Source: an optimization exercise on an open RTL-to-GDS flow (aim: small area and a short achievable clock period). Production flows keep margins and buffers that such runs may drop. The RTL was checked by simulation tests, not by an equivalence proof against the original design. Power and IR drop assume default switching activity.

Setup of fjord:
==> flow/design.v <==
module regread_bit(s, r, o);
	input [7:0] s, r;
	output o;
	assign o = ~(~((s[0]&r[0]) | (s[1]&r[1]) | (s[2]&r[2]))
	           & ~((s[3]&r[3]) | (s[4]&r[4]) | (s[5]&r[5]))
	           & ~((s[6]&r[6]) | (s[7]&r[7])));
endmodule
module ALU(A,B,datapath_in,asel,bsel,shift,ALUop,ALUout,status);
	input [15:0] A,B,datapath_in;
	input asel,bsel;
	input [1:0] shift,ALUop;
	output [15:0] ALUout;
	output status;
	wire cN = ~bsel & ~shift[1] & ~shift[0];
	wire cL = ~bsel & ~shift[1] &  shift[0];
	wire cR = ~bsel &  shift[1];
	wire cS = ~bsel &  shift[1] &  shift[0];
	wire [15:0] Bl = {B[14:0],1'b0};
	wire [15:0] Br = {B[15]&cS,B[15:1]};
	wire [15:0] Bd = {11'd0,datapath_in[4:0]};
	wire [15:0] bin = ({16{cN}} & B) | ({16{cL}} & Bl) | ({16{cR}} & Br) | ({16{bsel}} & Bd);
	wire [15:0] ain = A & {16{~asel}};
	wire sub = ~ALUop[1] & ALUop[0];
	wire [15:0] bb = bin ^ {16{sub}};
	wire [15:0] p = ain ^ bb;
	wire [15:0] g = ain & bb;
	wire [15:0] k = ain | bb;
	wire [15:0] G0 = {g[15:1], g[0] | (p[0] & sub)};
	wire [15:0] G1,P1,G2,P2,G3,P3,G4;
	genvar i;
	generate for (i=0;i<16;i=i+1) begin : sk
		if (i%2==1) begin
			assign G1[i] = G0[i] | (p[i] & G0[i-1]);
			assign P1[i] = p[i] & p[i-1];
		end else begin
			assign G1[i] = G0[i]; assign P1[i] = p[i];
		end
		if (i%4>=2) begin
			assign G2[i] = G1[i] | (P1[i] & G1[(i/4)*4+1]);
			assign P2[i] = P1[i] & P1[(i/4)*4+1];
		end else begin
			assign G2[i] = G1[i]; assign P2[i] = P1[i];
		end
		if (i%8>=4) begin
			assign G3[i] = G2[i] | (P2[i] & G2[(i/8)*8+3]);
			assign P3[i] = P2[i] & P2[(i/8)*8+3];
		end else begin
			assign G3[i] = G2[i]; assign P3[i] = P2[i];
		end
		if (i>=8) assign G4[i] = G3[i] | (P3[i] & G3[7]);
		else assign G4[i] = G3[i];
	end endgenerate
	wire [15:0] cy = {G4[14:0], sub};
	wire [15:0] sum = p ^ cy;
	wire [15:0] lg = ALUop[0] ? ~bb : g;
	assign ALUout = ALUop[1] ? lg : sum;
	wire [15:0] kk = {k[14:0], sub};
	wire [15:0] zb = ALUop[1] ? ~lg : ~(p ^ kk);
	assign status = &zb;
endmodule
module datapath(clk,readnum,vsel,loada,loadb,shift,asel,bsel,ALUop,loadc,loads,writenum,write,datapath_in,status,datapath_out);
	input [2:0] readnum,writenum;
	input clk,vsel,loada,loadb,asel,bsel,loadc,loads,write;
	input [1:0] shift,ALUop;
	input [15:0] datapath_in;
	output status;
	output [15:0] datapath_out;
	reg [15:0] R0,R1,R2,R3,R4,R5,R6,R7;
	reg [15:0] A,B,C;
	reg S;
	assign datapath_out = C;
	assign status = S;
	wire [15:0] wd = vsel ? datapath_in : C;
	always @(posedge clk) begin
		if (write && writenum==3'd0) R0 <= wd;
		if (write && writenum==3'd1) R1 <= wd;
		if (write && writenum==3'd2) R2 <= wd;
		if (write && writenum==3'd3) R3 <= wd;
		if (write && writenum==3'd4) R4 <= wd;
		if (write && writenum==3'd5) R5 <= wd;
		if (write && writenum==3'd6) R6 <= wd;
		if (write && writenum==3'd7) R7 <= wd;
	end
	wire [7:0] rs = 8'd1 << readnum;
	wire [15:0] rd;
	genvar j;
	generate for (j=0;j<16;j=j+1) begin : rdbit
		regread_bit rb(rs, {R7[j],R6[j],R5[j],R4[j],R3[j],R2[j],R1[j],R0[j]}, rd[j]);
	end endgenerate
	always @(posedge clk) begin
		if (loada) A <= rd;
		if (loadb) B <= rd;
	end
	wire [15:0] alu_out;
	wire alu_zero;
	ALU alu(A,B,datapath_in,asel,bsel,shift,ALUop,alu_out,alu_zero);
	always @(posedge clk) begin
		if (loadc) C <= alu_out;
		if (loads) S <= alu_zero;
	end
endmodule
clock: 5.0 ns
lec_check: 0
cap_margin: 20
core_margin: 2
core_utilization: 50
setup_slack_margin: 2.5
slew_margin: 20
standard.sh (not shown) runs the stock make flow with config.mk's settings and CLKGATE_MAP_FILE= SYNTH_SCRIPT=/design/flow/synth_recipe.tcl, a recipe that flattens the netlist after the stock synthesis.
==> flow/flow/run.sh <==
#!/bin/bash
# Layout flow: the standard.sh (the standard ORFS flow) with these changes:
#  - synthesis: the same ORFS synthesis script, except that the ALU and the register
#    file read slices are kept as modules during technology mapping and each module is
#    mapped with its own ABC script (my_abc.tcl); afterwards the design is flattened and
#    renamed exactly as synth_recipe.tcl does. The flip-flops (names and cell types) are
#    checked against the standard synthesis; if they differ the standard synthesis
#    is used instead.
#  - half/full adder cells are kept out (their outputs are slow),
#  - port buffers are plain buf cells (buffer_ports otherwise picks slow delay cells),
#  - timing repair may resize a cell to one of another footprint,
#  - a smaller clock tree (knobs.sh).
# Each step's full log is under orfs/logs; the make output goes to flow_*.log here.
set -euo pipefail
W=$PWD
source flow/knobs.sh
PLATFORM_DONT_USE=$(make -s -C "$FLOW_HOME" DESIGN_CONFIG="$W/config.mk" WORK_HOME="$W/orfs" print-DONT_USE_CELLS | sed -n 's/^DONT_USE_CELLS: //p')
EXTRA_DONT_USE="sky130_fd_sc_hd__ha_1 sky130_fd_sc_hd__ha_2 sky130_fd_sc_hd__ha_4 sky130_fd_sc_hd__fa_1 sky130_fd_sc_hd__fa_2 sky130_fd_sc_hd__fa_4"
ARGS=(MATCH_CELL_FOOTPRINT=0 "DONT_USE_CELLS=$PLATFORM_DONT_USE $EXTRA_DONT_USE" "CTS_ARGS=$CTS")
export BUFFER_PORTS_ARGS="-buffer_cell $PORT_BUF"

# 1. the standard synthesis, kept for the flip-flop comparison
bash standard.sh "${ARGS[@]}" synth > flow_ref_synth.log 2>&1
RES=orfs/results/sky130hd/datapath/base
cp $RES/1_2_yosys.v ref_synth.v
rm -rf orfs

# 2. the per-module-mapped synthesis
sed -e "s#^\(\s*\)log_cmd abc {\*}\$abc_args#\1my_abc \$abc_args#" "$FLOW_HOME/scripts/synth.tcl" > my_synth.tcl
grep -q "my_abc \$abc_args" my_synth.tcl
{ echo "source $W/flow/my_abc.tcl"; sed -e "s#source \$::env(SCRIPTS_DIR)/synth.tcl#source $W/my_synth.tcl#" synth_recipe.tcl; } > my_synth_recipe.tcl
grep -q "source $W/my_synth.tcl" my_synth_recipe.tcl
sed -e "s#SYNTH_SCRIPT=[^ ]*#SYNTH_SCRIPT=$W/my_synth_recipe.tcl#" standard.sh > my_standard.sh
export MY_ABC_MODULES="ALU $W/flow/abc_alu.script regread_bit $W/flow/abc_rest.script datapath $W/flow/abc_rest.script"
bash my_standard.sh "${ARGS[@]}" "SYNTH_KEEP_MODULES=ALU regread_bit" synth > flow_synth.log 2>&1

ffs() { grep -oE "sky130_fd_sc_hd__[a-z0-9_]*df[a-z0-9_]* +[^ ]+" "$1" | sort; }
if [[ "$(ffs ref_synth.v)" != "$(ffs $RES/1_2_yosys.v)" ]]; then
  echo "flip-flops differ from the standard synthesis; using it" > synth_fallback.txt
  rm -rf orfs
  bash standard.sh "${ARGS[@]}" synth > flow_synth.log 2>&1
fi

# 3. the rest of the flow
bash my_standard.sh "${ARGS[@]}" "SYNTH_KEEP_MODULES=ALU regread_bit" finish > flow_standard.log 2>&1
==> flow/flow/abc_alu.script <==
strash
dch
map -B 0.9
topo
stime -c
buffer -c
upsize -c
dnsize -c
==> flow/flow/knobs.sh <==
PORT_BUF=sky130_fd_sc_hd__buf_2
CTS="-sink_clustering_enable -repair_clock_nets -dont_use_dummy_load -buf_list {sky130_fd_sc_hd__clkbuf_8} -sink_clustering_size 30 -sink_clustering_max_diameter 100"
Other scripts of this flow, unchanged in this note and not shown: flow/flow/abc_rest.script, flow/flow/my_abc.tcl
Input changes introduced in onyx (baseline for comparison: fjord):
==> flow/flow/abc_alu.script <==
&get -n
&st
&dch
&nf
&st
&syn2
&if -g -K 6
&synch2
&nf
&st
&syn2
&if -g -K 6
&synch2
&nf
&st
&syn2
&if -g -K 6
&synch2
&nf
&st
&syn2
&if -g -K 6
&synch2
&nf
&st
&syn2
&if -g -K 6
&synch2
&nf
&put
buffer -c
topo
stime -c
upsize -c
dnsize -c
==> flow/flow/knobs.sh <==
PORT_BUF=sky130_fd_sc_hd__buf_2
CTS="-sink_clustering_enable -repair_clock_nets -dont_use_dummy_load -buf_list {sky130_fd_sc_hd__clkbuf_4 sky130_fd_sc_hd__clkbuf_8} -sink_clustering_size 20 -sink_clustering_max_diameter 60"
==> comparison <==
- The global-route usage reported for onyx is greater than that of fjord by 1.5 points.
- Taking fjord as the reference, in onyx met1 demand-to-capacity share in global routing +2.1 points, area inside the core boundary has increased, critical path depth went down.
- Run comparison: onyx combinational family with the most area after synthesis compound AO/OA/AOI/OAI gates; fjord combinational family with the most area after synthesis simple AND/OR/NAND/NOR gates
- Summary of onyx over fjord: number of cells on the worst reg-to-reg path moved down; net switching power rose 18%; power picked up an extra about 9%.
- onyx against fjord: wire length rose by about 25%; initial detailed-routing violation count rose by 27%.
The inputs of quartz differ from those of onyx as listed below.
Settings: SETUP_SLACK_MARGIN changed from 2.5 to 3.0.
diff --git a/flow/flow/run.sh b/flow/flow/run.sh
--- a/flow/flow/run.sh
+++ b/flow/flow/run.sh
@@ -20,0 +21,2 @@
+export POST_GLOBAL_PLACE_TCL=$W/flow/ctrl_bufs.tcl
+export CTRL_BUF
==> flow/flow/abc_alu.script <==
strash
dch
map -B 0.9
topo
stime -c
buffer -c
upsize -c
dnsize -c
==> flow/flow/ctrl_bufs.tcl (new file) <==
# After global placement: the ALU's control inputs each fan out to every bit, so
# their port buffers get a strong drive from the start (timing repair sizes the rest).
set block [ord::get_db_block]
foreach port {asel bsel {shift[0]} {shift[1]} {ALUop[0]} {ALUop[1]}} {
  set net [[$block findBTerm $port] getNet]
  foreach iterm [$net getITerms] {
    set inst [$iterm getInst]
    puts "ctrl_bufs: [$inst getName] ([[$inst getMaster] getName]) -> $::env(CTRL_BUF)"
    replace_cell [$inst getName] $::env(CTRL_BUF)
  }
}
diff --git a/flow/flow/knobs.sh b/flow/flow/knobs.sh
--- a/flow/flow/knobs.sh
+++ b/flow/flow/knobs.sh
@@ -2,0 +3 @@
+CTRL_BUF=sky130_fd_sc_hd__buf_8
==> comparison <==
- C[14]$_DFFE_PP_ as the timing endpoint of the critical path was reported by quartz, and C[8]$_DFFE_PP_ by onyx.
- [quartz vs onyx] multi-input logic cell count: lower in quartz
- Non-clock buffer count, quartz and onyx: smaller value in onyx
- Summary of quartz over onyx: actual slew at the worst max-slew pin lost 0.50 ns; peak ir drop on the vdd network saw an increase.
### quartz -> amber
Settings: SETUP_SLACK_MARGIN now 2.5, was 3.0.
diff --git a/flow/flow/run.sh b/flow/flow/run.sh
--- a/flow/flow/run.sh
+++ b/flow/flow/run.sh
@@ -21,2 +20,0 @@
-export POST_GLOBAL_PLACE_TCL=$W/flow/ctrl_bufs.tcl
-export CTRL_BUF
==> flow/flow/abc_alu.script <==
&get -n
&st
&syn2
&dch
&nf
&put
buffer -c
topo
stime -c
upsize -c
dnsize -c
diff --git a/flow/flow/knobs.sh b/flow/flow/knobs.sh
--- a/flow/flow/knobs.sh
+++ b/flow/flow/knobs.sh
@@ -3 +2,0 @@
-CTRL_BUF=sky130_fd_sc_hd__buf_8
removed: flow/flow/ctrl_bufs.tcl
==> comparison <==
- Of amber and quartz, the lower switching power as a share of total power belongs to amber.
- The post-cts sizing count in quartz is 2.4 times that in amber.
- When amber is measured against quartz, its wire length per cell after detailed routing turns out 3.5 um higher.
- Diff quartz -> amber: overall die area lower, clock network contribution to total cell area saw an increase, combinational group share of total power now sits lower, combinational power fell 11%.
- Going from quartz to amber, the routed wire length was found to have gone down by 3.8%.
Input changes introduced in tundra (baseline for comparison: amber):
Settings: changing SETUP_SLACK_MARGIN from 2.5 to 3.0.
diff --git a/flow/flow/run.sh b/flow/flow/run.sh
--- a/flow/flow/run.sh
+++ b/flow/flow/run.sh
@@ -20,0 +21,2 @@
+export POST_GLOBAL_PLACE_TCL=$W/flow/ctrl_bufs.tcl
+export CTRL_BUF
==> flow/flow/abc_alu.script <==
strash
dch
map -B 0.9
topo
stime -c
buffer -c
upsize -c
dnsize -c
==> flow/flow/ctrl_bufs.tcl (new file) <==
# After global placement: the ALU's control inputs each fan out to every bit, so
# their port buffers get a strong drive from the start (timing repair sizes the rest).
foreach port {asel bsel {shift[0]} {shift[1]} {ALUop[0]} {ALUop[1]}} {
  set net [get_nets -of_objects [get_ports $port]]
  foreach pin [get_pins -of_objects $net -filter "direction == input"] {
    set inst [get_cells -of_objects $pin]
    puts "ctrl_bufs: [get_full_name $inst] -> $::env(CTRL_BUF)"
    replace_cell $inst $::env(CTRL_BUF)
  }
}
diff --git a/flow/flow/knobs.sh b/flow/flow/knobs.sh
--- a/flow/flow/knobs.sh
+++ b/flow/flow/knobs.sh
@@ -2,0 +3 @@
+CTRL_BUF=sky130_fd_sc_hd__buf_8
Notes after the runs:
tundra terminated abnormally: global placement (3_3_place_gp) reported STA-0100. amber reached the final stage; the timing, DRC and antenna checks on its layout passed. Delta(mux share of post-synthesis cell area, tundra - amber) < 0. Die boundary width, tundra vs amber: up slightly. Compared with amber, tundra shows a net count after synthesis that is 144 higher. tundra vs amber, sequential element share of the synthesized area went down by 1.7 points. Count of standard-cell rows (lower): amber. When the final numbers for tundra and amber were put side by side, the height of the die turned out to be smaller in amber. On synthesized instance count: between tundra and amber, it ends up lower for amber.

==> what the ideal ports hide <==
No port has a modelled driver above. Below, the same layouts with a new extraction and two added sets of constraints.
Step 1, drivers: a clkbuf_16 drives clk and a buf_2 each remaining input, both assumed.
Step 2, shift: input delay + t, output delay - t, t = (earliest + latest rising clock arrival at the registers) / 2. This alone moves slack from input paths to output paths.
Three values: no drivers, after step 1, after step 2; two values: the first two.
| run | t, ns | slack for setup (ns) | latest minus earliest clock arrival (ns) |
|---|---|---|---|
| fjord | 0.463 | 2.430 / 2.429 / 1.966 | 0.040 / 0.039 |
| onyx | 0.476 | 1.453 / 1.409 / 0.934 | 0.041 / 0.041 |
| quartz | 0.482 | 2.399 / 2.374 / 1.892 | 0.037 / 0.037 |
| amber | 0.462 | 1.605 / 1.484 / 1.022 | 0.036 / 0.037 |
After both steps every run listed still meets setup and hold. The setup slack of amber, which loses most, moves by -0.121 ns with the drivers and by -0.583 ns with both steps.
